This is an optimization exercise on Yosys and OpenROAD, whose aim is small area, a short achievable clock period and few clock cycles, not a production implementation. In this exercise RTL edits were held to simulation tests only and were not proved equivalent to the original. Power figures rest on the tool's default switching activity, not on a simulated workload.

[flow/design.v]
`timescale 1ns/1ps
module muldiv(i_clk, i_arst_n, i_start, i_div, i_sgn, i_a, i_b, i_sum, i_wrhi, i_wrlo,
              i_hisel, o_busy, o_dout);
  input         i_clk, i_arst_n;
  input         i_start, i_div, i_sgn;
  input  [31:0] i_a, i_b;
  input  [31:0] i_sum;                   
  input         i_wrhi, i_wrlo;
  input         i_hisel;
  output        o_busy;
  output [31:0] o_dout;
  reg         bsy, nega, fix, hs, inv;
  reg  [5:0]  cnt;
  reg         isdiv, lead;
  reg  [31:0] hi, lo, bm;
  reg         f_sa, f_sb, f_d;
  assign o_busy = bsy;
  wire        lo_zero = lo == 32'd0;
  wire        rhi     = i_hisel & ~nega;
  wire        rneg    = nega | (rhi ? (f_d ? f_sa : f_sa ^ f_sb) : (f_sa ^ f_sb));
  wire        rcin    = nega | rneg & (~rhi | f_d | lo_zero);
  wire [31:0] rx      = (rhi ? hi : lo) ^ {32{rneg}};
  pf_inc #(32) u_rd(.a(rx), .ci(rcin), .s(o_dout));
  wire [33:0] x = fix ? {hs, hs, hi} : isdiv ? {hs, hi, lo[31]} : {2'b00, hi};
  wire [33:0] y = isdiv ? {{2{f_sb}}, bm} ^ {34{inv}} : (lo[0] ? {2'b00, bm} : 34'd0);
  wire        c = isdiv & inv;
  wire [33:0] s;
  ks_add #(34) u_add(.a(x), .b(y), .ci(c), .s(s), .co());
  wire        q = ~s[32];                                 
  wire can8  = cnt[5:3] != 3'd0;
  wire can4  = cnt[5:2] != 4'd0;
  wire sk8   = can8 & (isdiv ? lead & (lo[31:24] == 8'd0) : (lo[7:0] == 8'd0));
  wire sk4   = can4 & isdiv & lead & (lo[31:28] == 4'd0);
  wire sk3   = isdiv & lead & ((bm[31:3] ^ {29{f_sb}}) != 29'd0);
  wire run   = bsy & ~nega & ~fix;
  wire step  = run & ~sk8 & ~sk4 & ~sk3;
  wire [31:0] hi_step = isdiv ? s[31:0] : s[32:1];
  wire [31:0] lo_step = isdiv ? {lo[30:0], q} : {s[0], lo[31:1]};
  wire        sa0 = i_sgn & i_a[31];
  wire        sb0 = i_sgn & i_b[31];
  wire [31:0] hi0 = (sa0 & sb0) ? ~i_sum : sa0 ? i_b : sb0 ? i_a : 32'd0;
  reg  [31:0] hi_o, lo_o;
  always @* begin
    hi_o = hi;
    lo_o = lo;
    if (i_start) begin
      hi_o = i_div ? 32'd0 : hi0;
      lo_o = i_div ? i_a : i_a ^ {32{sa0}};
    end else if (nega) begin
      lo_o = o_dout;
    end else if (fix) begin
      hi_o = s[31:0];
    end else if (bsy) begin
      if (sk8) begin
        if (isdiv) lo_o = {lo[23:0], 8'd0};
        else begin
          hi_o = {8'd0, hi[31:8]};
          lo_o = {hi[7:0], lo[31:8]};
        end
      end else if (sk4) begin
        lo_o = {lo[27:0], 4'd0};
      end else begin
        hi_o = {29'd0, lo[31:29]};
        lo_o = {lo[28:0], 3'd0};
      end
    end else begin
      if (i_wrhi) hi_o = i_a;
      if (i_wrlo) lo_o = i_a;
    end
  end
  wire do_step = step & ~i_start;
  always @(posedge i_clk)
    if (i_start) bm <= i_div ? i_b : i_b ^ {32{sb0}};
  always @(posedge i_clk, negedge i_arst_n) begin
    if (!i_arst_n) begin
      bsy <= 1'b0;
      nega <= 1'b0;
      fix <= 1'b0;
      hs <= 1'b0;
      inv <= 1'b0;
      cnt <= 6'd0;
      isdiv <= 1'b0;
      lead <= 1'b0;
      hi <= 32'd0;
      lo <= 32'd0;
      f_sa <= 1'b0;
      f_sb <= 1'b0;
      f_d <= 1'b0;
    end else begin
      hi <= do_step ? hi_step : hi_o;
      lo <= do_step ? lo_step : lo_o;
      if (i_start) begin
        bsy <= 1'b1;
        nega <= i_div & sa0;
        hs <= 1'b0;
        inv <= ~sb0;                          
        cnt <= 6'd32;
        isdiv <= i_div;
        lead <= i_div;
        f_sa <= sa0;
        f_sb <= sb0;
        f_d <= i_div;
      end else if (nega) begin
        nega <= 1'b0;
      end else if (fix) begin
        fix <= 1'b0;
        bsy <= 1'b0;
        hs <= 1'b0;
      end else if (bsy) begin
        if (sk8) begin
          cnt <= cnt - 6'd8;
          bsy <= cnt != 6'd8;
        end else if (sk4) begin
          cnt <= cnt - 6'd4;
          bsy <= cnt != 6'd4;
        end else if (sk3) begin
          lead <= 1'b0;
          cnt <= cnt - 6'd3;
        end else begin
          lead <= 1'b0;
          cnt <= cnt - 6'd1;
          if (isdiv) begin
            hs <= s[32];
            inv <= s[32] ? f_sb : ~f_sb;        
          end
          if (cnt == 6'd1) begin
            bsy <= isdiv & s[32];               
            fix <= isdiv & s[32];
            inv <= f_sb;                        
          end
        end
      end
    end
  end
endmodule
`timescale 1ns/1ps
module ks_add #(parameter W = 32) (a, b, ci, s, co);
  input  [W-1:0] a, b;
  input          ci;
  output [W-1:0] s;
  output         co;
  function integer clg;
    input integer n;
    integer t;
    begin
      clg = 0;
      for (t = 1; t < n; t = t * 2) clg = clg + 1;
    end
  endfunction
  localparam L = clg(W + 1);
  wire [W:0] g [0:L];
  wire [W:0] p [0:L];
  assign g[0] = {a & b, ci};
  assign p[0] = {a ^ b, 1'b0};
  genvar l, i;
  generate
    for (l = 0; l < L; l = l + 1) begin : lv
      for (i = 0; i <= W; i = i + 1) begin : bt
        if (i >= (1 << l)) begin : c
          assign g[l+1][i] = g[l][i] | (p[l][i] & g[l][i - (1 << l)]);
          assign p[l+1][i] = p[l][i] & p[l][i - (1 << l)];
        end else begin : n
          assign g[l+1][i] = g[l][i];
          assign p[l+1][i] = p[l][i];
        end
      end
    end
  endgenerate
  assign s  = p[0][W:1] ^ g[L][W-1:0];
  assign co = g[L][W];
endmodule
module pf_inc #(parameter W = 32) (a, ci, s);
  input  [W-1:0] a;
  input          ci;
  output [W-1:0] s;
  function integer clg;
    input integer n;
    integer t;
    begin
      clg = 0;
      for (t = 1; t < n; t = t * 2) clg = clg + 1;
    end
  endfunction
  localparam L = clg(W + 1);
  wire [W:0] p [0:L];
  assign p[0] = {a, ci};
  genvar l, i;
  generate
    for (l = 0; l < L; l = l + 1) begin : lv
      for (i = 0; i <= W; i = i + 1) begin : bt
        if (i >= (1 << l)) begin : c
          assign p[l+1][i] = p[l][i] & p[l][i - (1 << l)];
        end else begin : n
          assign p[l+1][i] = p[l][i];
        end
      end
    end
  endgenerate
  assign s = a ^ p[L][W-1:0];
endmodule
`timescale 1ns/1ps
module core(i_clk, i_arst_n, i_int_source,
            i_instr_mem, o_instr_adr,
            o_wb_cyc, o_wb_stb, o_wb_sel, o_wb_we, o_wb_adr, o_wb_dat,
            i_wb_dat, i_wb_ack);
  input         i_clk;
  input         i_arst_n;
  input  [8:0]  i_int_source;
  input  [31:0] i_instr_mem;
  output [29:0] o_instr_adr;
  input         i_wb_ack;
  input  [31:0] i_wb_dat;
  output        o_wb_cyc;
  output        o_wb_stb;
  output        o_wb_we;
  output [3:0]  o_wb_sel;
  output [31:0] o_wb_adr;
  output [31:0] o_wb_dat;
  reg  [29:0] pc;
  reg         ex_v;
  reg  [31:0] ex_a, ex_b, ex_opb;
  reg  [15:0] ex_imm;
  reg  [4:0]  ex_dest;
  reg         ex_wen, ex_lnkc;
  reg  [2:0]  ex_rsel;
  reg         ex_sub, ex_sgn, ex_ovfc;
  reg  [1:0]  ex_lop, ex_sop;
  reg         ex_svar;
  reg         ex_ld, ex_st;
  reg  [2:0]  ex_mt;
  reg         ex_beq, ex_bne, ex_blez, ex_bgtz, ex_bltz, ex_bgez, ex_cz;
  reg         ex_jmp, ex_jrc;
  reg         ex_mul, ex_div, ex_mdsgn, ex_mthi, ex_mtlo, ex_mdany, ex_hisel;
  reg         ex_mtc0, ex_rfe, ex_resv, ex_ds, ex_nofwd, ex_mds;
  reg  [29:0] ex_pc;
  reg         mw_wen, mw_ld;
  reg  [31:0] mw_res;
  reg         b_req, b_we;
  reg  [3:0]  b_sel;
  reg  [31:0] b_adr, b_dat;
  reg  [4:0]  mw_dest;
  reg  [2:0]  mw_mt;
  reg         mw_take, mw_ovf;
  reg  [4:0]  st_exc;
  reg  [8:0]  st_int;
  reg  [14:0] cause;
  reg  [29:0] epc;
  reg         ie;
  reg  [8:0]  int_q, pend;
  reg  [31:0] rf [1:31];
  wire bus_hold = b_req & ~i_wb_ack;           
  wire freeze   = mw_ld & bus_hold;            
  wire [31:0] ins = i_instr_mem;
  wire [5:0]  op  = ins[31:26];
  wire [4:0]  rs  = ins[25:21];
  wire [4:0]  rt  = ins[20:16];
  wire [4:0]  rd  = ins[15:11];
  wire [5:0]  fn  = ins[5:0];
  wire [29:0] pc_inc;
  pf_inc #(30) u_pcinc(.a(pc), .ci(1'b1), .s(pc_inc));
  wire op_r     = op == 6'h00;
  wire op_regim = op == 6'h01;
  wire op_j     = op == 6'h02;
  wire op_jal   = op == 6'h03;
  wire op_beq   = op == 6'h04;
  wire op_bne   = op == 6'h05;
  wire op_blez  = op == 6'h06;
  wire op_bgtz  = op == 6'h07;
  wire op_addi  = op == 6'h08;
  wire op_addiu = op == 6'h09;
  wire op_slti  = op == 6'h0a;
  wire op_sltiu = op == 6'h0b;
  wire op_logi  = (op == 6'h0c) | (op == 6'h0d) | (op == 6'h0e);
  wire op_lui   = op == 6'h0f;
  wire op_cop0  = op == 6'h10;
  wire op_ld    = (op[5:3] == 3'b100) & (op[2:0] != 3'b111);
  wire op_st    = (op[5:3] == 3'b101) & ((op[2] == 1'b0) | (op[1:0] == 2'b10));
  wire f_sll  = fn == 6'h00, f_rotr = fn == 6'h01, f_srl = fn == 6'h02, f_sra = fn == 6'h03;
  wire f_sllv = fn == 6'h04, f_rotrv= fn == 6'h05, f_srlv= fn == 6'h06, f_srav= fn == 6'h07;
  wire f_shift = fn[5:3] == 3'b000;
  wire f_jr   = fn == 6'h08, f_jalr = fn == 6'h09;
  wire f_mfhi = fn == 6'h10, f_mthi = fn == 6'h11, f_mflo = fn == 6'h12, f_mtlo = fn == 6'h13;
  wire f_md   = fn[5:2] == 4'b0110;                        
  wire f_add  = fn[5:2] == 4'b1000;                        
  wire f_log  = fn[5:2] == 4'b1001;                        
  wire f_slt  = (fn == 6'h2a) | (fn == 6'h2b);
  wire c_mfc0 = op_cop0 & (rs == 5'd0);
  wire c_mtc0 = op_cop0 & (rs == 5'd4);
  wire c_rfe  = op_cop0 & (rs == 5'd16);
  wire rg_link = op_regim & rt[4];
  reg  [4:0] d_dest;
  reg        d_wen;
  always @* begin
    d_dest = rt;
    d_wen  = 1'b0;
    if (op_r) begin
      d_dest = rd;
      d_wen  = f_shift | f_jalr | f_mfhi | f_mflo | f_add | f_log | f_slt;
    end else if (op_jal | rg_link) begin
      d_dest = 5'd31;
      d_wen  = op_jal;
    end else
      d_wen = op_addi | op_addiu | op_slti | op_sltiu | op_logi | op_lui | op_ld | c_mfc0;
  end
  wire d_wen_nz = d_wen & (d_dest != 5'd0);
  wire d_lnkc   = rg_link;
  reg [2:0] d_rsel;
  always @* begin
    d_rsel = 3'd0;
    if (op_r) begin
      if (f_shift)               d_rsel = 3'd3;
      else if (f_log)            d_rsel = 3'd2;
      else if (f_slt)            d_rsel = 3'd1;
      else if (f_jalr)           d_rsel = 3'd5;
      else if (f_mfhi | f_mflo)  d_rsel = 3'd6;
    end else if (op_slti | op_sltiu) d_rsel = 3'd1;
    else if (op_logi)            d_rsel = 3'd2;
    else if (op_lui)             d_rsel = 3'd4;
    else if (op_jal | op_regim)  d_rsel = 3'd5;
    else if (op_cop0)            d_rsel = 3'd7;
  end
  wire d_sub   = (op_r & (f_add & fn[1] | f_slt)) | op_slti | op_sltiu;
  wire d_sgn   = (op_r & ((f_add & ~fn[0]) | (fn == 6'h2a))) | op_addi | op_slti;
  wire d_ovfc  = (op_r & f_add & ~fn[0]) | op_addi;
  wire [1:0] d_lop = op_r ? fn[1:0] : op[1:0];
  wire [1:0] d_sop = fn[1:0];
  wire d_svar  = fn[2];
  wire d_useimm = ~op_r & ~op_beq & ~op_bne & ~op_blez & ~op_bgtz & ~op_regim;
  wire d_sext  = ~op_logi;
  wire d_lui   = op_lui;
  wire d_cz    = op_blez | op_bgtz | op_regim;
  wire d_jmp   = op_j | op_jal | (op_r & (f_jr | f_jalr));
  wire d_jrc   = op_r & (f_jr | f_jalr);
  wire d_mul   = op_r & f_md & ~fn[1];
  wire d_div   = op_r & f_md & fn[1];
  wire d_mdany = op_r & (f_md | f_mfhi | f_mthi | f_mflo | f_mtlo);
  wire d_resv  = ~(op_r | op_regim | op_j | op_jal | op_beq | op_bne | op_blez | op_bgtz |
                   op_addi | op_addiu | op_slti | op_sltiu | op_logi | op_lui |
                   c_mfc0 | c_mtc0 | c_rfe | op_ld | op_st);
  wire d_uses_rt = op_r | op_beq | op_bne | op_st | (op_ld & (op[1:0] == 2'b10)) | op_cop0;
  wire d_bj    = d_jmp | op_beq | op_bne | op_blez | op_bgtz | op_regim;
  wire        ex_wfin;          
  wire [31:0] ex_res;
  wire [31:0] mw_wdata;
  reg [31:0] rf_a, rf_b;
  integer k;
  always @* begin
    rf_a = 32'd0;
    rf_b = 32'd0;
    for (k = 1; k < 32; k = k + 1) begin
      rf_a = rf_a | (rf[k] & {32{rs == k}});
      rf_b = rf_b | (rf[k] & {32{rt == k}});
    end
  end
  wire ex_fwd = ex_v & (ex_wen | ex_lnkc & (ex_a[31] ^ ex_bgez)) & ~ex_nofwd;
  wire fa_ex = ex_fwd & (rs == ex_dest);
  wire fb_ex = ex_fwd & (rt == ex_dest);
  wire fa_mw = mw_wen & (rs == mw_dest);
  wire fb_mw = mw_wen & (rt == mw_dest);
  wire        op_jj = op_j | op_jal;
  wire [31:0] d_immx = op_lui ? {ins[15:0], 16'd0} : {{16{d_sext & ins[15]}}, ins[15:0]};
  wire [31:0] e_a   = op_jj ? {pc_inc[29:26], ins[25:0], 2'b00} : fa_mw ? mw_wdata : rf_a;
  wire [31:0] e_b   = fb_mw ? mw_wdata : rf_b;
  wire [31:0] e_opb = d_useimm ? d_immx : e_b;
  wire [31:0] d_a   = (fa_ex & ~op_jj) ? ex_res : e_a;
  wire [31:0] byp_b = fb_ex ? ex_res : e_b;
  wire [31:0] d_opb = (fb_ex & ~d_useimm) ? ex_res : e_opb;
  wire ld_stall = ex_v & ex_ovfc | ex_v & ex_nofwd & ex_wen & ((rs == ex_dest) | (d_uses_rt & (rt == ex_dest)));
  wire [31:0] opb  = ex_opb;
  wire [32:0] add_x = {ex_sgn & ex_a[31], ex_a};
  wire [32:0] add_y = {ex_sgn & opb[31], opb} ^ {33{ex_sub}};
  wire [32:0] sum;
  ks_add #(33) u_add(.a(add_x), .b(add_y), .ci(ex_sub), .s(sum), .co());
  wire        ovf   = sum[32] ^ sum[31];
  reg [31:0] logic_r;
  always @* begin
    case (ex_lop)
      2'd0: logic_r = ex_a & opb;
      2'd1: logic_r = ex_a | opb;
      2'd2: logic_r = ex_a ^ opb;
      default: logic_r = ~(ex_a | opb);
    endcase
  end
  wire [4:0]  samt   = ex_svar ? ex_a[4:0] : ex_imm[10:6];
  wire        s_left = ex_sop == 2'd0;
  wire [4:0]  rot_n  = s_left ? 5'd0 - samt : samt;
  wire [63:0] rot_w  = {ex_b, ex_b} >> rot_n;
  wire [31:0] rot_r  = rot_w[31:0];
  reg  [31:0] sh_th;                            
  integer ti;
  always @* for (ti = 0; ti < 32; ti = ti + 1) sh_th[ti] = ti < samt;
  reg  [31:0] sh_mask;
  integer mi;
  always @* for (mi = 0; mi < 32; mi = mi + 1)
    sh_mask[mi] = (ex_sop == 2'd1) ? 1'b0 : s_left ? sh_th[mi] : sh_th[31 - mi];
  wire        sh_fill = (ex_sop == 2'd3) & ex_b[31];
  wire [31:0] sh_out = (rot_r & ~sh_mask) | ({32{sh_fill}} & sh_mask);
  wire [31:0] md_out;
  reg [31:0] cp0_r;
  always @* begin
    case (ex_imm[15:11])
      5'd12: cp0_r = {17'd0, st_int, 1'b0, st_exc};
      5'd13: cp0_r = {17'd0, cause};
      5'd14: cp0_r = {epc, 2'b00};
      default: cp0_r = 32'd0;
    endcase
  end
  wire [31:0] link = {pc_inc, 2'b00};
  reg [31:0] res_e;
  always @* begin
    case (ex_rsel)
      3'd2: res_e = logic_r;
      3'd4: res_e = opb;
      3'd5: res_e = link;
      default: res_e = cp0_r;
    endcase
  end
  wire [31:0] res = (ex_rsel == 3'd0) ? sum[31:0] :
                    (ex_rsel == 3'd1) ? {31'd0, sum[32]} :
                    (ex_rsel == 3'd3) ? sh_out[31:0] : res_e;
  assign ex_res = res;
  wire [31:0] mw_res_d = (ex_rsel == 3'd6) ? md_out : res;
  wire [31:0] cmp_b = ex_b & {32{~ex_cz}};
  wire        eq    = (ex_a == cmp_b);
  wire        taken = ex_beq & eq | ex_bne & ~eq | ex_blez & (ex_a[31] | eq) |
                      ex_bgtz & ~ex_a[31] & ~eq | ex_bltz & ex_a[31] | ex_bgez & ~ex_a[31];
  wire        redirect = ex_v & (taken | ex_jmp);
  wire [29:0] br_tgt = pc + {{14{ex_imm[15]}}, ex_imm};
  wire [29:0] tgt    = ex_jmp ? ex_a[31:2] : br_tgt;
  wire        md_busy;
  wire        a_lo_bad = (ex_mt == 3'b001) & sum[0] | (ex_mt == 3'b011) & (sum[1] | sum[0]);
  wire        b_zero   = ex_b == 32'd0;
  wire [4:0]  exc = {ex_div & b_zero, ex_ovfc & ovf, (ex_ld | ex_st) & a_lo_bad,
                     ex_jrc & (ex_a[1] | ex_a[0]), ex_resv};
  wire        fault    = |exc;
  wire        ex_stall = ex_v & ex_mdany & md_busy & ~ex_mds |
                         ex_v & (ex_ld | ex_st) & bus_hold;    
  wire        ovf_take = mw_ovf & ie & st_exc[3];
  wire        squash   = mw_take | ovf_take;
  wire        int_now  = ex_v & ~squash & ~ex_mds & ie & |pend;
  wire [4:0]  exc_f    = {exc[4], 1'b0, exc[2:0]};
  wire        take     = (int_now | ex_v & ~squash & ie & |(exc_f & st_exc)) & ~freeze;
  wire        ex_ok    = ex_v & ~squash & ~int_now;        
  assign ex_wfin = ex_v & (ex_wen | ex_lnkc & taken) & ~fault;
  wire md_go   = ex_ok & ~(ex_div & b_zero) & ~md_busy;    
  wire md_start = md_go & (ex_mul | ex_div) & ~ex_mds;
  wire md_wrhi  = md_go & ex_mthi;
  wire md_wrlo  = md_go & ex_mtlo;
  wire [1:0] a_lo  = sum[1:0];
  wire [1:0] rot   = a_lo + {1'b0, ex_mt == 3'b010};        
  reg  [31:0] st_d;
  always @* begin
    case (rot)
      2'd0: st_d = ex_b;
      2'd1: st_d = {ex_b[23:0], ex_b[31:24]};
      2'd2: st_d = {ex_b[15:0], ex_b[31:16]};
      default: st_d = {ex_b[7:0], ex_b[31:8]};
    endcase
  end
  reg [3:0] sel;
  always @* begin
    case (ex_mt)
      3'b000, 3'b100: sel = 4'b0001 << a_lo;
      3'b001, 3'b101: sel = a_lo[1] ? 4'b1100 : 4'b0011;
      3'b010:         sel = (a_lo == 2'd0) ? 4'b0001 : (a_lo == 2'd1) ? 4'b0011 :
                            (a_lo == 2'd2) ? 4'b0111 : 4'b1111;
      3'b110:         sel = (a_lo == 2'd0) ? 4'b1111 : (a_lo == 2'd1) ? 4'b1110 :
                            (a_lo == 2'd2) ? 4'b1100 : 4'b1000;
      default:        sel = 4'b1111;
    endcase
  end
  wire [1:0] m_a   = b_adr[1:0];
  wire [1:0] m_rot = (mw_mt[1:0] == 2'b01) ? {m_a[1], 1'b0} : m_a + {1'b0, mw_mt == 3'b010};
  reg  [31:0] m_r;
  always @* begin
    case (m_rot)
      2'd0: m_r = i_wb_dat;
      2'd1: m_r = {i_wb_dat[7:0], i_wb_dat[31:8]};
      2'd2: m_r = {i_wb_dat[15:0], i_wb_dat[31:16]};
      default: m_r = {i_wb_dat[23:0], i_wb_dat[31:24]};
    endcase
  end
  reg [31:0] ld_v;
  always @* begin
    case (mw_mt)
      3'b000: ld_v = {{24{m_r[7]}}, m_r[7:0]};
      3'b100: ld_v = {24'd0, m_r[7:0]};
      3'b001: ld_v = {{16{m_r[15]}}, m_r[15:0]};
      3'b101: ld_v = {16'd0, m_r[15:0]};
      3'b010: ld_v = (m_a == 2'd0) ? {m_r[31:24], b_dat[23:0]} :
                     (m_a == 2'd1) ? {m_r[31:16], b_dat[15:0]} :
                     (m_a == 2'd2) ? {m_r[31:8],  b_dat[7:0]}  : m_r;
      3'b110: ld_v = (m_a == 2'd0) ? m_r :
                     (m_a == 2'd1) ? {b_dat[31:24], m_r[23:0]} :
                     (m_a == 2'd2) ? {b_dat[31:16], m_r[15:0]} : {b_dat[31:8], m_r[7:0]};
      default: ld_v = m_r;
    endcase
  end
  assign mw_wdata = mw_ld ? ld_v : mw_res;
  assign o_wb_cyc = b_req;
  assign o_wb_stb = b_req;
  assign o_wb_we  = b_we;
  assign o_wb_sel = b_sel;
  assign o_wb_adr = {2'b00, b_adr[31:2]};
  assign o_wb_dat = b_dat;
  assign o_instr_adr = pc;
  always @(posedge i_clk)
    if (mw_wen) rf[mw_dest] <= mw_wdata;
  wire fd_go = ~freeze & ~squash & ~ex_stall & ~ld_stall;
  always @(posedge i_clk, negedge i_arst_n) begin
    if (!i_arst_n) begin
      pc <= 30'd0;
      ex_v <= 1'b0;
      b_req <= 1'b0;
      mw_ld <= 1'b0;
      mw_wen <= 1'b0;
      mw_take <= 1'b0;
      mw_ovf <= 1'b0;
      ex_mds <= 1'b0;
    end else begin
      ex_mds <= freeze & (ex_mds | md_start);
      if (squash)     pc <= 30'd2;
      else if (fd_go) pc <= redirect ? tgt : pc_inc;
      if (squash) ex_v <= 1'b0;
      else if (~freeze & ~ex_stall) ex_v <= ~ld_stall;
      if (~bus_hold)
        b_req <= ex_ok & ~ex_stall & ~fault & (ex_ld | ex_st);
      if (~freeze) begin
        mw_ld <= ex_ok & ~ex_stall & ~fault & ex_ld;
        mw_wen <= ex_ok & ~ex_stall & ex_wfin;
        mw_ovf <= ex_ok & exc[3];
      end
      mw_take <= take;
    end
  end
  always @(posedge i_clk) begin
    if (fd_go) begin
      ex_a <= d_a;
      ex_b <= byp_b;
      ex_opb <= d_opb;
      ex_imm <= ins[15:0];
      ex_dest <= d_dest;
      ex_wen <= d_wen_nz;
      ex_lnkc <= d_lnkc;
      ex_rsel <= d_rsel;
      ex_sub <= d_sub;
      ex_sgn <= d_sgn;
      ex_ovfc <= d_ovfc;
      ex_lop <= d_lop;
      ex_sop <= d_sop;
      ex_svar <= d_svar;
      ex_ld <= op_ld;
      ex_nofwd <= op_ld | d_ovfc | op_r & (f_mfhi | f_mflo);
      ex_st <= op_st;
      ex_mt <= op[2:0];
      ex_beq <= op_beq;
      ex_bne <= op_bne;
      ex_blez <= op_blez;
      ex_bgtz <= op_bgtz;
      ex_bltz <= op_regim & ~rt[0];
      ex_bgez <= op_regim & rt[0];
      ex_cz <= d_cz;
      ex_jmp <= d_jmp;
      ex_jrc <= d_jrc;
      ex_mul <= d_mul;
      ex_div <= d_div;
      ex_mdsgn <= ~fn[0];
      ex_mthi <= op_r & f_mthi;
      ex_mtlo <= op_r & f_mtlo;
      ex_mdany <= d_mdany;
      ex_hisel <= ~fn[1];
      ex_mtc0 <= c_mtc0;
      ex_rfe <= c_rfe;
      ex_resv <= d_resv;
      ex_ds <= ex_v & ex_jmp | ex_v & (ex_beq | ex_bne | ex_blez | ex_bgtz | ex_bltz | ex_bgez);
      ex_pc <= pc;
    end
  end
  always @(posedge i_clk) begin
    if (~bus_hold) begin
      b_we <= ex_st;
      b_sel <= sel;
      b_adr <= sum[31:0];
      b_dat <= (ex_st ? st_d : ex_b);
    end
  end
  always @(posedge i_clk) begin
    if (~freeze) begin
      mw_res <= mw_res_d;
      mw_dest <= ex_dest;
      mw_mt <= ex_mt;
    end
  end
  wire cp_go = ex_ok & ~freeze;    
  always @(posedge i_clk, negedge i_arst_n) begin
    if (!i_arst_n) begin
      st_exc <= 5'h1f;
      st_int <= 9'h1ff;
      cause <= 15'd0;
      epc <= 30'd0;
      ie <= 1'b1;
      int_q <= 9'd0;
      pend <= 9'd0;
    end else begin
      int_q <= i_int_source;
      if (take & int_now) pend <= i_int_source & ~int_q & st_int;
      else                pend <= pend | (i_int_source & ~int_q & st_int);
      if (take | ovf_take) begin
        ie <= 1'b0;
        epc <= ex_pc;
        cause <= {int_now ? pend : 9'd0, ex_ds, ovf_take ? 5'b01000 : exc_f & st_exc};
      end else begin
        if (cp_go & ex_rfe) ie <= 1'b1;
        if (cp_go & ex_mtc0 & (ex_imm[15:11] == 5'd12)) begin
          st_int <= ex_b[14:6];
          st_exc <= ex_b[4:0];
        end
        if (cp_go & ex_mtc0 & (ex_imm[15:11] == 5'd13))
          cause <= ex_b[14:0];
      end
    end
  end
  muldiv u_md(.i_clk(i_clk), .i_arst_n(i_arst_n), .i_start(md_start), .i_div(ex_div),
              .i_sgn(ex_mdsgn), .i_a(ex_a), .i_b(ex_b), .i_sum(sum[31:0]), .i_wrhi(md_wrhi), .i_wrlo(md_wrlo),
              .i_hisel(ex_hisel), .o_busy(md_busy), .o_dout(md_out));
endmodule
[flow/run.sh]
#!/bin/bash
# synth_recipe.tcl (not shown) runs the flow's synth.tcl, then flattens the netlist and writes it again
# the make line also repeats each setting of config.mk as NAME=value (left out here)
make -C /OpenROAD-flow-scripts/flow DESIGN_CONFIG=/design/flow/config.mk WORK_HOME=/design/flow/orfs CLKGATE_MAP_FILE= SYNTH_SCRIPT=/design/flow/synth_recipe.tcl finish
[flow/config.mk]
export PLATFORM = sky130hd
export DESIGN_NAME = core
export DESIGN_NICKNAME = core
export VERILOG_FILES = /design/flow/design.v
export SDC_FILE = /design/flow/constraint.sdc
export NUM_CORES = 8
export LEC_CHECK = 0
export CAP_MARGIN = 5
export CORE_MARGIN = 2
export CORE_UTILIZATION = 45
export CTS_CLUSTER_DIAMETER = 100
export CTS_CLUSTER_SIZE = 20
export SETUP_SLACK_MARGIN = 5
export SLEW_MARGIN = 5
[flow/constraint.sdc]
create_clock -name core_clock -period 9.0 [get_ports {i_clk}]
set_input_delay 1.8000 -clock core_clock [delete_from_list [all_inputs] [get_ports {i_clk}]]
set_output_delay 1.8000 -clock core_clock [all_outputs]
set_load 0.01 [all_outputs]
==> impl_table.tex, run 1 <==
\begin{tabular}{lr}
\hline
Metric & Value \\
\hline
\multicolumn{2}{l}{\textbf{Outcome}} \\
Result of the run & complete, no violations \\
\multicolumn{2}{l}{\textbf{Final layout}} \\
Multi-input logic area & 43900 um\^{}2 \\
Footprint of the flip-flops and latches & 44400 um\^{}2 \\
Final cell utilization of the core & 0.528 \\
Fill cells & 16975 \\
Final cell count without fillers & between 10000 and 15000 \\
Area added between synthesis and finish & 16.7\% \\
Layout cells sized above 1 & 0.184 \\
Final nets & between 8000 and 9000 \\
\multicolumn{2}{l}{\textbf{STA}} \\
Pins over their slew limit & 0 \\
Setup repair after global routing missed its margin & yes \\
Setup skew after layout & 0.0947 ns \\
Number of setup violations in the final report & 0 \\
Hold Fails Final Rpt & 0 \\
Worst slack on hold paths & 0.432 ns \\
Total Neg Setup Slack & 0 ns \\
Slew at the pin closest to its max-slew limit & around 1.4 ns \\
Post-route clock period utilization & 0.462 \\
Max transition margin & 0.0966 \\
Final critical-path required period & 4.16 ns \\
Top achievable clock speed & 240 MHz \\
\multicolumn{2}{l}{\textbf{Power}} \\
Sw Share & 0.511 \\
Combinational fraction of design power & 0.655 \\
Worst ir drop on vdd & 474 uV \\
Sequential Power Share & 0.252 \\
Switching power & 24600 uW \\
Power Internal & 23500 uW \\
Reported leakage power & 0.0367 uW \\
Cell Pwr Density & 469 nW/um\^{}2 \\
Proportion of power drawn by the clock network & 0.093 \\
\multicolumn{2}{l}{\textbf{Die}} \\
Die height & 446 um \\
Die area & 199000 um\^{}2 \\
Num ports & 177 \\
Starting utilization of the core area & 0.453 \\
Site row count & 162 \\
Horizontal die dimension & about 450 um \\
Placeable core area & 195000 um\^{}2 \\
\multicolumn{2}{l}{\textbf{Critical path}} \\
Critical path data arrival time & 4.81 ns \\
Number of cells on the worst reg-to-reg path & 9 \\
Setup crit start & ex\_div\$\_DFFE\_PP\_ \\
Worst EP required & 9.65 ns \\
Cells along the critical path & o21ai\_0 -> a2111o\_1 -> nand2b\_2 -> clkbuf\_8 -> inv\_8 -> buf\_6 -> o22ai\_2 -> a211oi\_2 -> a21oi\_1 \\
Highest fanout seen on the critical path & 41 \\
Reg2Reg Setup Slack & 4.84 ns \\
Type of destination of the critical path & flip-flop \\
Endpoint of the lowest-slack register-to-register path & u\_md.hi[3]\$\_DFFE\_PN0P\_ \\
Critical-path cell with the highest stage delay & sky130\_fd\_sc\_hd\_\_edfxtp\_1 \\
Worst setup SP type & flip-flop \\
Setup Crit Path Kind & reg -> reg \\
Largest stage delay on the critical path & roughly 0.99 ns \\
Crit Reg-Reg Startpoint & ex\_div\$\_DFFE\_PP\_ \\
\multicolumn{2}{l}{\textbf{Drt}} \\
Number of detailed-routing iterations run before antenna repair & 14 \\
Post-route DRC & 0 \\
Total wirelength of the detailed-routed design & 487000 um \\
Residual antenna-violating net count after detailed routing & 0 \\
Detailed-route via count & 85063 \\
1st-iter DRT viols & 17917 \\
Ratio of routed vias to standard cells & 7.66 \\
Wire length per cell & 43.8 um \\
\multicolumn{2}{l}{\textbf{Logic synthesis}} \\
Fraction of registers with async set or reset after synthesis & 0.128 \\
Syn avg cell area & about 11 um\^{}2 \\
Count of flip-flops with a built-in enable after synthesis & roughly 1300 \\
Synthesized instance count & 8292 \\
Register bit count reported by yosys & 1510 \\
Cell area after technology mapping & 88100 um\^{}2 \\
Number of synthesis warnings & 6 \\
Share of the yosys chip area belonging to registers & 0.504 \\
Distinct cell type count of the synthesized netlist & 117 \\
Most used flip-flop cell after synthesis & sky130\_fd\_sc\_hd\_\_edfxtp\_1 \\
\multicolumn{2}{l}{\textbf{GRT}} \\
Total track usage & 0.470 \\
Total grt overflow & 0 \\
Antenna violations before repair & 30 \\
Number of global-route vias before repair & between 70000 and 80000 \\
Largest net degree at the start of global routing & 97 \\
Wire length of the first global-routing pass & 648000 um \\
\multicolumn{2}{l}{\textbf{Worst hold path}} \\
Worst min-delay path endpoint & pend[4]\$\_DFF\_PN0\_ \\
Class of the worst hold path & reg -> reg \\
Number of instances on the worst hold path & 1 \\
Hold\_sp & int\_q[4]\$\_DFF\_PN0\_ \\
\multicolumn{2}{l}{\textbf{Placement}} \\
Number of port buffers & around 170 \\
Placed instance count & approximately 11000 \\
Detailed placer's ending HPWL & 304000 um \\
Last weighted congestion value of the routability-driven placer & 1.06 \\
\multicolumn{2}{l}{\textbf{Clock tree}} \\
Clk root buf & sky130\_fd\_sc\_hd\_\_clkbuf\_16 \\
TritonCTS buffer count & 92 \\
TritonCTS clock tree & yes \\
Clock transition at the register clock pins on the worst setup and hold paths after CTS & 0.09 ns \\
Clock latency on the worst-skew pair & 0.84 ns \\
Maximum level of the CTS H-tree & 3 \\
Max Root-Sink Buffers & 3 \\
Count of clock tree sinks & 1510 \\
\multicolumn{2}{l}{\textbf{Job}} \\
Max Cap Viol & 0 \\
\hline
\end{tabular}
flip-flops by register name, summed over array words and instances, names as in the netlist, 6 cells and up:
name,count
rf,992
b_adr,32
b_dat,32
ex_a,32
ex_b,32
ex_opb,32
mw_res,32
u_md.bm,32
u_md.hi,32
u_md.lo,32
epc,30
ex_pc,30
pc,30
ex_imm,16
cause,15
int_q,9
pend,9
st_int,9
u_md.cnt,6
critical path: cells and delay by family (launching register included):
family / cells / cell delay, ns
flops: 1 / 0.99
simple gates: 1 / 0.26
compound gates: 5 / 1.79
buf+inv: 3 / 0.97
layout by cell type, fill, tap and decap left out, drive strengths merged, types with 152 or more instances in the layout:
cell type and count:
edfxtp 1316, a22oi 901, xnor2 206, dfrtp 179, mux2i 239, buf 622, nor2 572, a21oi 372
clkdlybuf4s50 152, o21ai 414, inv 184, nand2 822, nand3 271, ha 171
routing by layer:
layer / up-vias / routed length [um] / global-route usage
met5: - / 249 / 0.00855
met4: 22 / 54600 / 0.398
met3: 2764 / 72000 / 0.182
met2: 8332 / 197000 / 0.667
met1: 41167 / 162000 / 0.558
li1: 32778 / - / -
synthesized netlist by cell type (37+ instances only):
cell	number	area share
sky130_fd_sc_hd__buf_4	38	0.0032
sky130_fd_sc_hd__o21ai_0	396	0.023
sky130_fd_sc_hd__mux2_2	148	0.019
sky130_fd_sc_hd__a21oi_1	370	0.021
sky130_fd_sc_hd__clkbuf_1	538	0.023
sky130_fd_sc_hd__xor2_1	88	0.0088
sky130_fd_sc_hd__a221oi_1	60	0.0060
sky130_fd_sc_hd__a211oi_1	87	0.0074
sky130_fd_sc_hd__nand2_1	821	0.035
sky130_fd_sc_hd__nor4_1	70	0.0050
sky130_fd_sc_hd__nand4_1	114	0.0081
sky130_fd_sc_hd__o22ai_1	53	0.0038
sky130_fd_sc_hd__nor2_1	568	0.024
sky130_fd_sc_hd__buf_2	37	0.0021
sky130_fd_sc_hd__xnor2_1	206	0.020
sky130_fd_sc_hd__inv_1	169	0.0072
sky130_fd_sc_hd__buf_1	59	0.0025
sky130_fd_sc_hd__a21o_1	74	0.0063
sky130_fd_sc_hd__nand2b_1	38	0.0027
sky130_fd_sc_hd__and3_1	69	0.0049
sky130_fd_sc_hd__mux4_2	69	0.018
sky130_fd_sc_hd__ha_1	171	0.024
sky130_fd_sc_hd__mux2i_1	237	0.027
sky130_fd_sc_hd__a222oi_1	71	0.0081
sky130_fd_sc_hd__nor3_1	133	0.0076
sky130_fd_sc_hd__o211ai_1	113	0.0096
sky130_fd_sc_hd__a31oi_1	93	0.0066
sky130_fd_sc_hd__dfrtp_1	179	0.051
sky130_fd_sc_hd__a22oi_1	901	0.077
sky130_fd_sc_hd__edfxtp_1	1316	0.45
sky130_fd_sc_hd__nand3_1	268	0.015
power groups by stage:
stage / logic (uW) / clock network (uW) / registers (uW)
CTS: 28500 / 4480 / 12000
floorplan: 16000 / 0 / 11200
global route: 32300 / 4710 / 12100
finish: 31500 / 4500 / 12100
global placement: 25300 / 0 / 12300
detailed placement: 25400 / 0 / 12300
cell families (layout without fill, tap and decap cells):
| family | Yosys count | after routing | share of synthesized area |
|---|---|---|---|
| xor+xnor | 294 | 294 | 0.0292 |
| mux | 458 | 458 | 0.0643 |
| simple gates | 2304 | 2309 | 0.122 |
| compound gates | 2688 | 2692 | 0.216 |
| buf+inv | 863 | 1108 | 0.0402 |
| flops | 1510 | 1510 | 0.504 |
| fa+ha+maj | 174 | 174 | 0.0249 |
| other cells | 1 | 24 | 0.0000426 |
stage by stage:
stage | setup WS (ns) | cell area, um^2 | total power (uW)
2_1_floorplan | 4.22 | 88100 | 27200
4_1_cts | 4.90 | 101000 | 45000
5_1_grt | 4.83 | 103000 | 49200
3_3_place_gp | 2.56 | 93600 | 37600
6_report | 4.84 | 103000 | 48200
3_5_place_dp | 2.49 | 93600 | 37700
what timing repair did:
item,in CTS,in global routing
pin swaps,110,91
cloned,22,5
endpoints found under the setup margin,1533,346
buffers inserted,199,86
hold buffers,0,0
resized for setup,512,267
endpoints found under the hold margin,0,0
worst max-delay path by stage:
stage	endpoint	slack, ns	cells past startpoint
floorplan	st_exc[0]$_DFFE_PN1P_	4.22	9
global placement	ex_a[10]$_DFFE_PP_	2.56	11
detailed placement	ex_a[10]$_DFFE_PP_	2.49	11
CTS	ex_opb[22]$_DFFE_PP_	4.90	14
global route	u_md.bsy$_DFFE_PN0N_	4.83	17
finish	u_md.hi[3]$_DFFE_PN0P_	4.84	9
area by class of cell:
cell class                 instances  area share
inverter                         177     0.00702
clock inverter                    22     0.00320
antenna                           22    0.000536
sequential                      1510       0.432
timing repair buffer             798      0.0758
multi-input combinational       5929       0.427
clock buffer                     110      0.0231
tap                             2542      0.0309
timing repair inverter             1   0.0000852
Testbench counts, summed over its fixed seeds: cycles 23,739.
==> run 2: changes to the inputs <==
--- a/flow/design.v
+++ b/flow/design.v
@@ -38,4 +38,6 @@
   wire [31:0] lo_step = isdiv ? {lo[30:0], q} : {s[0], lo[31:1]};
   wire        sa0 = i_sgn & i_a[31];
+  wire        st8 = i_div & ~sa0 & (i_a[31:24] == 8'd0);
+  wire        st4 = i_div & ~sa0 & (i_a[31:28] == 4'd0);
   wire        sb0 = i_sgn & i_b[31];
   wire [31:0] hi0 = (sa0 & sb0) ? ~i_sum : sa0 ? i_b : sb0 ? i_a : 32'd0;
@@ -46,5 +48,5 @@
     if (i_start) begin
       hi_o = i_div ? 32'd0 : hi0;
-      lo_o = i_div ? i_a : i_a ^ {32{sa0}};
+      lo_o = ~i_div ? i_a ^ {32{sa0}} : st8 ? {i_a[23:0], 8'd0} : st4 ? {i_a[27:0], 4'd0} : i_a;
     end else if (nega) begin
       lo_o = o_dout;
@@ -95,5 +97,5 @@
         hs <= 1'b0;
         inv <= ~sb0;                          
-        cnt <= 6'd32;
+        cnt <= st8 ? 6'd24 : st4 ? 6'd28 : 6'd32;
         isdiv <= i_div;
         lead <= i_div;
==> impl_table.tex, run 2 <==
\begin{tabular}{lr}
\hline
Metric & Value \\
\hline
\multicolumn{2}{l}{\textbf{Logic synthesis}} \\
Cell area after technology mapping & 87500 um\^{}2 (-0.61\%) \\
Register bit count reported by yosys & 1510 (unchanged) \\
Cells taking the most area after synthesis & sky130\_fd\_sc\_hd\_\_edfxtp\_1 45\%, sky130\_fd\_sc\_hd\_\_a22oi\_1 6.3\%, sky130\_fd\_sc\_hd\_\_dfrtp\_1 5.1\% \\
Count of flip-flops with a built-in enable after synthesis & 1316 (unchanged) \\
Distinct cell type count of the synthesized netlist & 107 (-8.5\%) \\
Cell with the most instances after synthesis & sky130\_fd\_sc\_hd\_\_edfxtp\_1 \\
Cell accounting for the most synthesized area & sky130\_fd\_sc\_hd\_\_edfxtp\_1 \\
Fraction of synthesized cell area taken by the top area cell type & 0.452 (+0.00275) \\
Fraction of registers with async set or reset after synthesis & 0.128 (unchanged) \\
Most used flip-flop cell after synthesis & sky130\_fd\_sc\_hd\_\_edfxtp\_1 \\
Synthesized instance count & 8251 (-0.49\%) \\
Number of synthesis warnings & 6 (unchanged) \\
Share of the yosys chip area belonging to registers & 0.507 (+0.00308) \\
Commonest cells in the synthesized netlist & 1316 x sky130\_fd\_sc\_hd\_\_edfxtp\_1, 757 x sky130\_fd\_sc\_hd\_\_nand2\_1, 731 x sky130\_fd\_sc\_hd\_\_a22oi\_1 \\
Syn avg cell area & 10.6 um\^{}2 (-0.11\%) \\
\multicolumn{2}{l}{\textbf{Die}} \\
Horizontal die dimension & 445 um (-0.30\%) \\
Placeable core area & 193000 um\^{}2 (-0.82\%) \\
Site row count & 161 (-0.62\%) \\
Starting utilization of the core area & 0.454 (+0.000986) \\
Die area & 198000 um\^{}2 (-0.60\%) \\
Num ports & 177 (unchanged) \\
Die height & 445 um (-0.30\%) \\
\multicolumn{2}{l}{\textbf{Final layout}} \\
Area added between synthesis and finish & 17.2\% \\
Most used cells in the layout excluding fill and tap cells & 1316 x sky130\_fd\_sc\_hd\_\_edfxtp\_1, 738 x sky130\_fd\_sc\_hd\_\_nand2\_1, 729 x sky130\_fd\_sc\_hd\_\_a22oi\_1 \\
Final nets & 8750 (-0.091\%) \\
Area of all placed cells without fillers & 103000 um\^{}2 (-0.21\%) \\
Flip-flop count of the largest register, all copies and words added & 992 (unchanged) \\
Register bank with the most flops & rf \\
Final cell count without fillers & 11093 (-0.16\%) \\
Final cell utilization of the core & 0.532 (+0.00326) \\
Leading cell type in the layout, fill and taps excluded & sky130\_fd\_sc\_hd\_\_edfxtp\_1 \\
Layout cells sized above 1 & 0.188 (+0.00407) \\
\multicolumn{2}{l}{\textbf{Critical path}} \\
Setup Crit Path Kind & reg -> reg \\
Worst setup SP type & flip-flop \\
Worst EP required & 9.68 ns (+0.03 ns) \\
Buf/Inv on CP & 5 (+2) \\
Type of destination of the critical path & flip-flop \\
Largest stage delay on the critical path & 0.50 ns (-0.49 ns) \\
Cells along the critical path & buf\_6 -> mux2i\_4 -> buf\_12 -> ha\_4 -> nor3\_4 -> a21o\_4 -> buf\_12 -> buf\_16 -> buf\_12 -> mux4\_2 -> mux2i\_4 -> mux4\_2 -> mux2\_4 -> a221oi\_4 -> a21oi\_4 -> o21ai\_2 -> a21o\_1 \\
Number of cells on the worst reg-to-reg path & 17 (+8) \\
Critical path data arrival time & 4.83 ns (+0.02 ns) \\
Critical path depth & 17 (+8) \\
Cell family with the largest share of critical-path delay & multiplexers \\
Crit path top cell by count & sky130\_fd\_sc\_hd\_\_buf\_12 \\
Highest fanout seen on the critical path & 6 (-85\%) \\
Critical-path cell with the highest stage delay & sky130\_fd\_sc\_hd\_\_mux4\_2 \\
\multicolumn{2}{l}{\textbf{Clock tree}} \\
Max Root-Sink Buffers & 3 (unchanged) \\
Hold\_buf cts & 0 (unchanged) \\
Clock latency on the worst-skew pair & 0.82 ns (-0.02 ns) \\
Clock transition at the register clock pins on the worst setup and hold paths after CTS & 0.10 ns (about the same) \\
TritonCTS buffer count & 91 (-1.1\%) \\
Clk root buf & sky130\_fd\_sc\_hd\_\_clkbuf\_16 \\
TritonCTS clock tree & yes \\
Maximum level of the CTS H-tree & 3 (unchanged) \\
Count of clock tree sinks & 1510 (unchanged) \\
\multicolumn{2}{l}{\textbf{STA}} \\
Worst setup slack after layout & 4.85 ns (+0.0112 ns) \\
Setup repair after global routing missed its margin & yes \\
Pins over their slew limit & 0 (unchanged) \\
Post-route clock period utilization & 0.461 (-0.00125) \\
Max transition margin & 0.134 (+0.0378) \\
Final critical-path required period & 4.15 ns (-0.0112 ns) \\
Top achievable clock speed & 241 MHz (+0.27\%) \\
Slew at the pin closest to its max-slew limit & 1.29 ns (-0.0666 ns) \\
Hold Fails Final Rpt & 0 (unchanged) \\
Setup skew after layout & 0.0529 ns (-0.0418 ns) \\
Number of setup violations in the final report & 0 (unchanged) \\
Total Neg Setup Slack & 0 ns (unchanged) \\
\multicolumn{2}{l}{\textbf{GRT}} \\
Fraction of met1 tracks used by global routing & 0.558 (about the same) \\
Total track usage & 0.474 (+0.00347) \\
Antenna violations before repair & 43 (+43\%) \\
Met3 layer usage reported by global route & 0.203 (+0.0213) \\
Total grt overflow & 0 (unchanged) \\
Largest net degree at the start of global routing & 101 (+4.1\%) \\
Number of global-route vias before repair & 78227 (+1.0\%) \\
Wire length of the first global-routing pass & 650000 um (+0.44\%) \\
Met2 global-route usage & 0.667 (about the same) \\
Busiest grt layer & met2 \\
\multicolumn{2}{l}{\textbf{Placement}} \\
Placed instance count & 10582 (-0.59\%) \\
Detailed placer's ending HPWL & 302000 um (-0.74\%) \\
Setup Slack @ Placement & 2.62 ns (+0.129 ns) \\
Last weighted congestion value of the routability-driven placer & 1.06 (-0.18\%) \\
Number of port buffers & 174 (unchanged) \\
Cell Area, Placed & 93500 um\^{}2 (about the same) \\
\multicolumn{2}{l}{\textbf{Drt}} \\
Residual antenna-violating net count after detailed routing & 0 (unchanged) \\
Ratio of routed vias to standard cells & 7.71 (+0.66\%) \\
Wire length per cell & 43.9 um (+0.29\%) \\
Number of detailed-routing iterations run before antenna repair & 15 (+1) \\
Detailed-route via count & 85482 (+0.49\%) \\
Post-route DRC & 0 (unchanged) \\
1st-iter DRT viols & 18754 (+4.7\%) \\
Total wirelength of the detailed-routed design & 487000 um (+0.13\%) \\
\multicolumn{2}{l}{\textbf{Power}} \\
Reported leakage power & 0.0363 uW (-0.98\%) \\
Worst ir drop on vdd & 440 uV (-7.3\%) \\
Cell Pwr Density & 462 nW/um\^{}2 (-1.4\%) \\
\multicolumn{2}{l}{\textbf{Outcome}} \\
Result of the run & complete, no violations \\
\multicolumn{2}{l}{\textbf{Job}} \\
Max Cap Viol & 0 (unchanged) \\
\multicolumn{2}{l}{\textbf{Worst hold path}} \\
Number of instances on the worst hold path & 1 (unchanged) \\
Class of the worst hold path & reg -> reg \\
\hline
\end{tabular}
[run 2: cell count changes after synthesis, moves of 50 or more]
cell and change:
sky130_fd_sc_hd__a22oi_1 -170, sky130_fd_sc_hd__a221oi_1 +82, sky130_fd_sc_hd__a22o_1 +67, sky130_fd_sc_hd__o21ai_0 +52, sky130_fd_sc_hd__xor2_1 +50, sky130_fd_sc_hd__nand2_1 -64
[run 2: what timing repair did]
action                                 in CTS  in global routing
cloned                                     20                  6
pin swaps                                 104                 87
endpoints found under the hold margin       0                  0
resized for setup                         380                260
setup buffers                             239                 87
setup endpoints to repair                1495                326
[run 2: power by group]
| part | switching, uW | total [uW] | internal (uW) |
|---|---|---|---|
| clock | 2570 | 4530 | 1960 |
| combinational | 20100 | 30800 | 10700 |
| sequential | 1810 | 12100 | 10300 |
| total | 24400 | 47400 | 22900 |
[run 2: cell type report]
| class | instances | area, um^2 |
|---|---|---|
| sequential | 1510 | 44400 |
| tap | 2526 | 3160 |
| clock buffer | 121 | 2450 |
| inverter | 182 | 741 |
| clock inverter | 19 | 269 |
| timing repair inverter | 1 | 16.3 |
| timing repair buffer | 845 | 8050 |
| multi-input combinational | 5870 | 43400 |
| antenna | 19 | 47.5 |
| fill | 16801 | 90400 |
[run 2: worst paths after layout]
path                                startpoint  slack [ns]             endpoint
max in group asynchronous             i_arst_n        6.56  u_md.nega$_DFF_PN0_
hold / removal              int_q[0]$_DFF_PN0_        0.44    pend[0]$_DFF_PN0_
hold reg to reg             int_q[0]$_DFF_PN0_        0.44    pend[0]$_DFF_PN0_
setup reg to reg           ex_imm[2]$_DFFE_PP_        4.85  ex_opb[2]$_DFFE_PP_
min in group asynchronous             i_arst_n        1.03   int_q[7]$_DFF_PN0_
setup / recovery           ex_imm[2]$_DFFE_PP_        4.85  ex_opb[2]$_DFFE_PP_
[run 2: metal layers]
layer	wire length, um	vias up
met5	640	-
met4	56000	40
met3	77400	2960
met2	193000	8963
met1	160000	40944
li1	-	32575
[run 2: cell families (layout without fill, tap and decap cells)]
group,count (synthesis),in the layout,synth area share
buffers and inverters,883,1168,0.0407
AOI/OAI and AO/OA,2694,2700,0.215
adders and majority gates,174,174,0.0250
xor gates and xnor gates,332,332,0.0334
other,1,21,0.0000428
and+or+nand+nor,2196,2201,0.117
muxes,461,461,0.0621
DFF,1510,1510,0.507
[run 2: through the flow]
stage,total power (uW),hold WS [ns]
global route,48200,0.464
finish,47400,0.443
CTS,44100,0.447
floorplan,26800,0.410
detailed placement,37300,0.435
global placement,37100,0.419
[run 2: worst reg2reg max path: stages (launching register included)]
cell and delay [ns]:
sky130_fd_sc_hd__edfxtp_1 0.43, sky130_fd_sc_hd__buf_6 0.15, sky130_fd_sc_hd__mux2i_4 0.19, sky130_fd_sc_hd__buf_12 0.16
sky130_fd_sc_hd__ha_4 0.26, sky130_fd_sc_hd__nor3_4 0.03, sky130_fd_sc_hd__a21o_4 0.23, sky130_fd_sc_hd__buf_12 0.13
sky130_fd_sc_hd__buf_16 0.14, sky130_fd_sc_hd__buf_12 0.13, sky130_fd_sc_hd__mux4_2 0.36, sky130_fd_sc_hd__mux2i_4 0.09
sky130_fd_sc_hd__mux4_2 0.50, sky130_fd_sc_hd__mux2_4 0.30, sky130_fd_sc_hd__a221oi_4 0.44, sky130_fd_sc_hd__a21oi_4 0.15
sky130_fd_sc_hd__o21ai_2 0.20, sky130_fd_sc_hd__a21o_1 0.13
Testbench counts of run 2, summed over its fixed seeds: cycles 23,537.
==> run 3: changes to the inputs <==
--- a/flow/config.mk
+++ b/flow/config.mk
@@ -8,5 +8,5 @@
 export CAP_MARGIN = 5
 export CORE_MARGIN = 2
-export CORE_UTILIZATION = 45
+export CORE_UTILIZATION = 50
 export CTS_CLUSTER_DIAMETER = 100
 export CTS_CLUSTER_SIZE = 20
==> impl_table.tex, run 3 <==
\begin{tabular}{lr}
\hline
Metric & Value \\
\hline
\multicolumn{2}{l}{\textbf{Clock tree}} \\
Count of clock tree sinks & 1510 (unchanged) \\
TritonCTS buffer count & 90 (-1.1\%) \\
Clock transition at the register clock pins on the worst setup and hold paths after CTS & 0.09 ns (about the same) \\
Max Root-Sink Buffers & 3 (unchanged) \\
TritonCTS clock tree & yes \\
Clock latency on the worst-skew pair & 0.88 ns (+0.06 ns) \\
Maximum level of the CTS H-tree & 3 (unchanged) \\
Clk root buf & sky130\_fd\_sc\_hd\_\_clkbuf\_16 \\
Hold\_buf cts & 0 (unchanged) \\
\multicolumn{2}{l}{\textbf{Drt}} \\
Residual antenna-violating net count after detailed routing & 0 (unchanged) \\
Ratio of routed vias to standard cells & 7.97 (+3.4\%) \\
Total wirelength of the detailed-routed design & 492000 um (+1.0\%) \\
Wire length per cell & 45.1 um (+2.6\%) \\
Detailed-route via count & 87015 (+1.8\%) \\
Routed metal-1 wire length & 157000 um (-2.0\%) \\
Routed length on met2 & 194000 um (+0.35\%) \\
Wire length on met3 & 81600 um (+5.4\%) \\
Post-route DRC & 0 (unchanged) \\
Number of detailed-routing iterations run before antenna repair & 17 (+2) \\
Uppermost layer routed & met5 \\
1st-iter DRT viols & 20665 (+10\%) \\
\multicolumn{2}{l}{\textbf{Final layout}} \\
Area added between synthesis and finish & 18.2\% \\
Flip-flop count of the largest register, all copies and words added & 992 (unchanged) \\
Most used cells in the layout excluding fill and tap cells & 1316 x sky130\_fd\_sc\_hd\_\_edfxtp\_1, 734 x sky130\_fd\_sc\_hd\_\_nand2\_1, 727 x sky130\_fd\_sc\_hd\_\_a22oi\_1 \\
Register bank with the most flops & rf \\
Final cell count without fillers & 10922 (-1.5\%) \\
Final cell utilization of the core & 0.595 (+0.0638) \\
Layout cells sized above 1 & 0.196 (+0.00857) \\
Final nets & 8765 (+0.17\%) \\
Leading cell type in the layout, fill and taps excluded & sky130\_fd\_sc\_hd\_\_edfxtp\_1 \\
\multicolumn{2}{l}{\textbf{STA}} \\
Top achievable clock speed & 237 MHz (-1.8\%) \\
Pins over their slew limit & 0 (unchanged) \\
Total Neg Setup Slack & 0 ns (unchanged) \\
Hold Fails Final Rpt & 0 (unchanged) \\
Number of setup violations in the final report & 0 (unchanged) \\
Worst slack on hold paths & 0.433 ns (-0.00935 ns) \\
Max transition margin & 0.0879 (-0.0465) \\
Setup skew after layout & 0.0991 ns (+0.0462 ns) \\
Post-route clock period utilization & 0.469 (+0.00846) \\
Setup repair after global routing missed its margin & yes \\
Slew at the pin closest to its max-slew limit & 1.35 ns (+0.0654 ns) \\
Final critical-path required period & 4.22 ns (+0.0762 ns) \\
\multicolumn{2}{l}{\textbf{GRT}} \\
Number of global-route vias before repair & 78658 (+0.55\%) \\
Total grt overflow & 0 (unchanged) \\
Wire length of the first global-routing pass & 655000 um (+0.65\%) \\
Largest net degree at the start of global routing & 104 (+3.0\%) \\
Total track usage & 0.530 (+0.0562) \\
Antenna violations before repair & 47 (+9.3\%) \\
\multicolumn{2}{l}{\textbf{Power}} \\
Power Internal & 23700 uW (+3.2\%) \\
Cell Pwr Density & 474 nW/um\^{}2 (+2.7\%) \\
Proportion of power drawn by the clock network & 0.092 (-0.004) \\
Switching power & 25400 uW (+3.9\%) \\
Worst ir drop on vdd & 325 uV (-26\%) \\
Sw Share & 0.518 (+0.00175) \\
Combinational fraction of design power & 0.660 (+0.010) \\
Reported leakage power & 0.0366 uW (+0.61\%) \\
Sequential Power Share & 0.248 (-0.007) \\
\multicolumn{2}{l}{\textbf{Logic synthesis}} \\
Commonest cells in the synthesized netlist & 1316 x sky130\_fd\_sc\_hd\_\_edfxtp\_1, 757 x sky130\_fd\_sc\_hd\_\_nand2\_1, 731 x sky130\_fd\_sc\_hd\_\_a22oi\_1 \\
Cell accounting for the most synthesized area & sky130\_fd\_sc\_hd\_\_edfxtp\_1 \\
Cells taking the most area after synthesis & sky130\_fd\_sc\_hd\_\_edfxtp\_1 45\%, sky130\_fd\_sc\_hd\_\_a22oi\_1 6.3\%, sky130\_fd\_sc\_hd\_\_dfrtp\_1 5.1\% \\
Register bit count reported by yosys & 1510 (unchanged) \\
Distinct cell type count of the synthesized netlist & 107 (unchanged) \\
Syn avg cell area & 10.6 um\^{}2 (unchanged) \\
Fraction of registers with async set or reset after synthesis & 0.128 (unchanged) \\
Count of flip-flops with a built-in enable after synthesis & 1316 (unchanged) \\
Fraction of synthesized cell area taken by the top area cell type & 0.452 (unchanged) \\
Synthesized instance count & 8251 (unchanged) \\
Share of the yosys chip area belonging to registers & 0.507 (unchanged) \\
Cell with the most instances after synthesis & sky130\_fd\_sc\_hd\_\_edfxtp\_1 \\
Cell area after technology mapping & 87500 um\^{}2 (unchanged) \\
Most used flip-flop cell after synthesis & sky130\_fd\_sc\_hd\_\_edfxtp\_1 \\
Number of synthesis warnings & 6 (unchanged) \\
\multicolumn{2}{l}{\textbf{Critical path}} \\
Critical path data arrival time & 4.78 ns (-0.05 ns) \\
Highest fanout seen on the critical path & 6 (unchanged) \\
Worst EP required & 9.56 ns (-0.12 ns) \\
Worst setup SP type & flip-flop \\
Type of destination of the critical path & flip-flop \\
Setup Crit Path Kind & reg -> reg \\
\multicolumn{2}{l}{\textbf{Outcome}} \\
Result of the run & complete, no violations \\
\multicolumn{2}{l}{\textbf{Job}} \\
Max Cap Viol & 0 (unchanged) \\
\multicolumn{2}{l}{\textbf{Placement}} \\
Last weighted congestion value of the routability-driven placer & 1.10 (+3.6\%) \\
Number of port buffers & 174 (unchanged) \\
Detailed placer's ending HPWL & 306000 um (+1.2\%) \\
Placed instance count & 10383 (-1.9\%) \\
\multicolumn{2}{l}{\textbf{Die}} \\
Die height & 422 um (-5.1\%) \\
Site row count & 153 (-5.0\%) \\
Num ports & 177 (unchanged) \\
Placeable core area & 174000 um\^{}2 (-9.9\%) \\
Horizontal die dimension & 422 um (-5.1\%) \\
Starting utilization of the core area & 0.503 (+0.0500) \\
Die area & 178000 um\^{}2 (-9.9\%) \\
\multicolumn{2}{l}{\textbf{Worst hold path}} \\
Class of the worst hold path & reg -> reg \\
\hline
\end{tabular}
-- run 3: final timing paths --
kind | start | endpoint | slack, ns | depth (start not counted)
max | ex_a[1]$_DFFE_PP_ | ex_opb[20]$_DFFE_PP_ | 4.78 | 15
min | int_q[6]$_DFF_PN0_ | pend[6]$_DFF_PN0_ | 0.43 | 1
max reg2reg | ex_a[1]$_DFFE_PP_ | ex_opb[20]$_DFFE_PP_ | 4.78 | 15
min reg2reg | int_q[6]$_DFF_PN0_ | pend[6]$_DFF_PN0_ | 0.43 | 1
max in group asynchronous | i_arst_n | u_md.isdiv$_DFFE_PN0P_ | 6.59 | 2
min in group asynchronous | i_arst_n | int_q[2]$_DFF_PN0_ | 1.03 | 1
-- run 3: routing by layer --
metal	up-vias	global-route usage
met1	41481	0.617
met3	3251	0.243
met2	9621	0.731
met5	-	0.0231
met4	38	0.459
li1	32624	-
-- run 3: layout make-up --
type	instances	area, um^2
fill	14375	70300
timing repair buffer	854	8390
clock inverter	17	328
clock buffer	116	2370
timing repair inverter	2	46.3
tap	2325	2910
multi-input combinational	5876	44200
inverter	182	747
antenna	40	100
sequential	1510	44400
-- run 3: metrics by stage --
| step | setup WS, ns | total power, uW | cell area (um^2) |
|---|---|---|---|
| finish | 4.78 | 49100 | 103000 |
| global route | 4.75 | 49800 | 103000 |
| CTS | 4.91 | 45000 | 101000 |
| detailed placement | 2.69 | 37500 | 93300 |
| global placement | 2.68 | 37200 | 93300 |
| floorplan | 3.44 | 26800 | 88100 |
-- run 3: kinds of logic (layout without fill, tap and decap cells) --
| logic type | count (synthesis) | in the layout | synth area share |
|---|---|---|---|
| fa+ha+maj | 174 | 174 | 0.0250 |
| buf+inv | 883 | 1171 | 0.0407 |
| flops | 1510 | 1510 | 0.507 |
| other cells | 1 | 42 | 0.0000428 |
| simple gates | 2196 | 2201 | 0.117 |
| compound gates | 2694 | 2705 | 0.215 |
| mux | 461 | 461 | 0.0621 |
| xor+xnor | 332 | 333 | 0.0334 |
-- run 3: what timing repair did --
| item | 4_1_cts | 5_1_grt |
|---|---|---|
| gates resized for setup | 480 | 327 |
| pin swaps | 102 | 94 |
| buffers inserted | 235 | 99 |
| gates cloned | 27 | 5 |
| endpoints found under the setup margin | 1501 | 316 |
-- run 3: worst max-delay path, stage by stage, from the launching register on --
cell,delay [ns]
sky130_fd_sc_hd__edfxtp_1,0.49
sky130_fd_sc_hd__buf_12,0.20
sky130_fd_sc_hd__mux2i_4,0.21
sky130_fd_sc_hd__ha_4,0.24
sky130_fd_sc_hd__nor3_4,0.28
sky130_fd_sc_hd__a21o_4,0.22
sky130_fd_sc_hd__buf_4,0.15
sky130_fd_sc_hd__mux4_2,0.52
sky130_fd_sc_hd__mux2i_4,0.21
sky130_fd_sc_hd__mux2i_2,0.14
sky130_fd_sc_hd__mux2_4,0.29
sky130_fd_sc_hd__nand2_1,0.06
sky130_fd_sc_hd__o211ai_1,0.26
sky130_fd_sc_hd__a32oi_4,0.36
sky130_fd_sc_hd__buf_12,0.17
sky130_fd_sc_hd__o22ai_1,0.07
-- run 3: power groups by stage --
| stage | clock (uW) | sequential, uW | combinational, uW |
|---|---|---|---|
| floorplan | 0 | 11200 | 15600 |
| global placement | 0 | 12300 | 25000 |
| detailed placement | 0 | 12300 | 25200 |
| CTS | 4460 | 12000 | 28600 |
| global route | 4710 | 12200 | 32900 |
| finish | 4510 | 12200 | 32400 |

## port drivers added, routing unchanged
No port has a modelled driver above. Below, the same layouts with a new extraction and two added sets of constraints.
Step 1, drivers: a clkbuf_16 drives i_clk and a buf_2 each remaining input, both assumed.
Step 2 moves the port delays by t, midway between the first and last clock arrival at a register: inputs arrive t later, outputs are due t later. That takes back most of the time a late clock gives input paths.
a / b / c = ideal ports / drivers / drivers and shift; a / b = the first two.
run | shift t [ns] | slack for setup (ns) | cell pins on the clock port's net
run 1 | 0.906 | 4.841 / 4.841 / 4.097 | 1
run 2 | 0.887 | 4.852 / 4.852 / 4.084 | 1
run 3 | 0.914 | 4.776 / 4.776 / 3.951 | 1
After both steps every run listed still meets setup and hold. The setup slack of run 3, which loses most, moves by 0.000 ns with the drivers and by -0.825 ns with both steps.
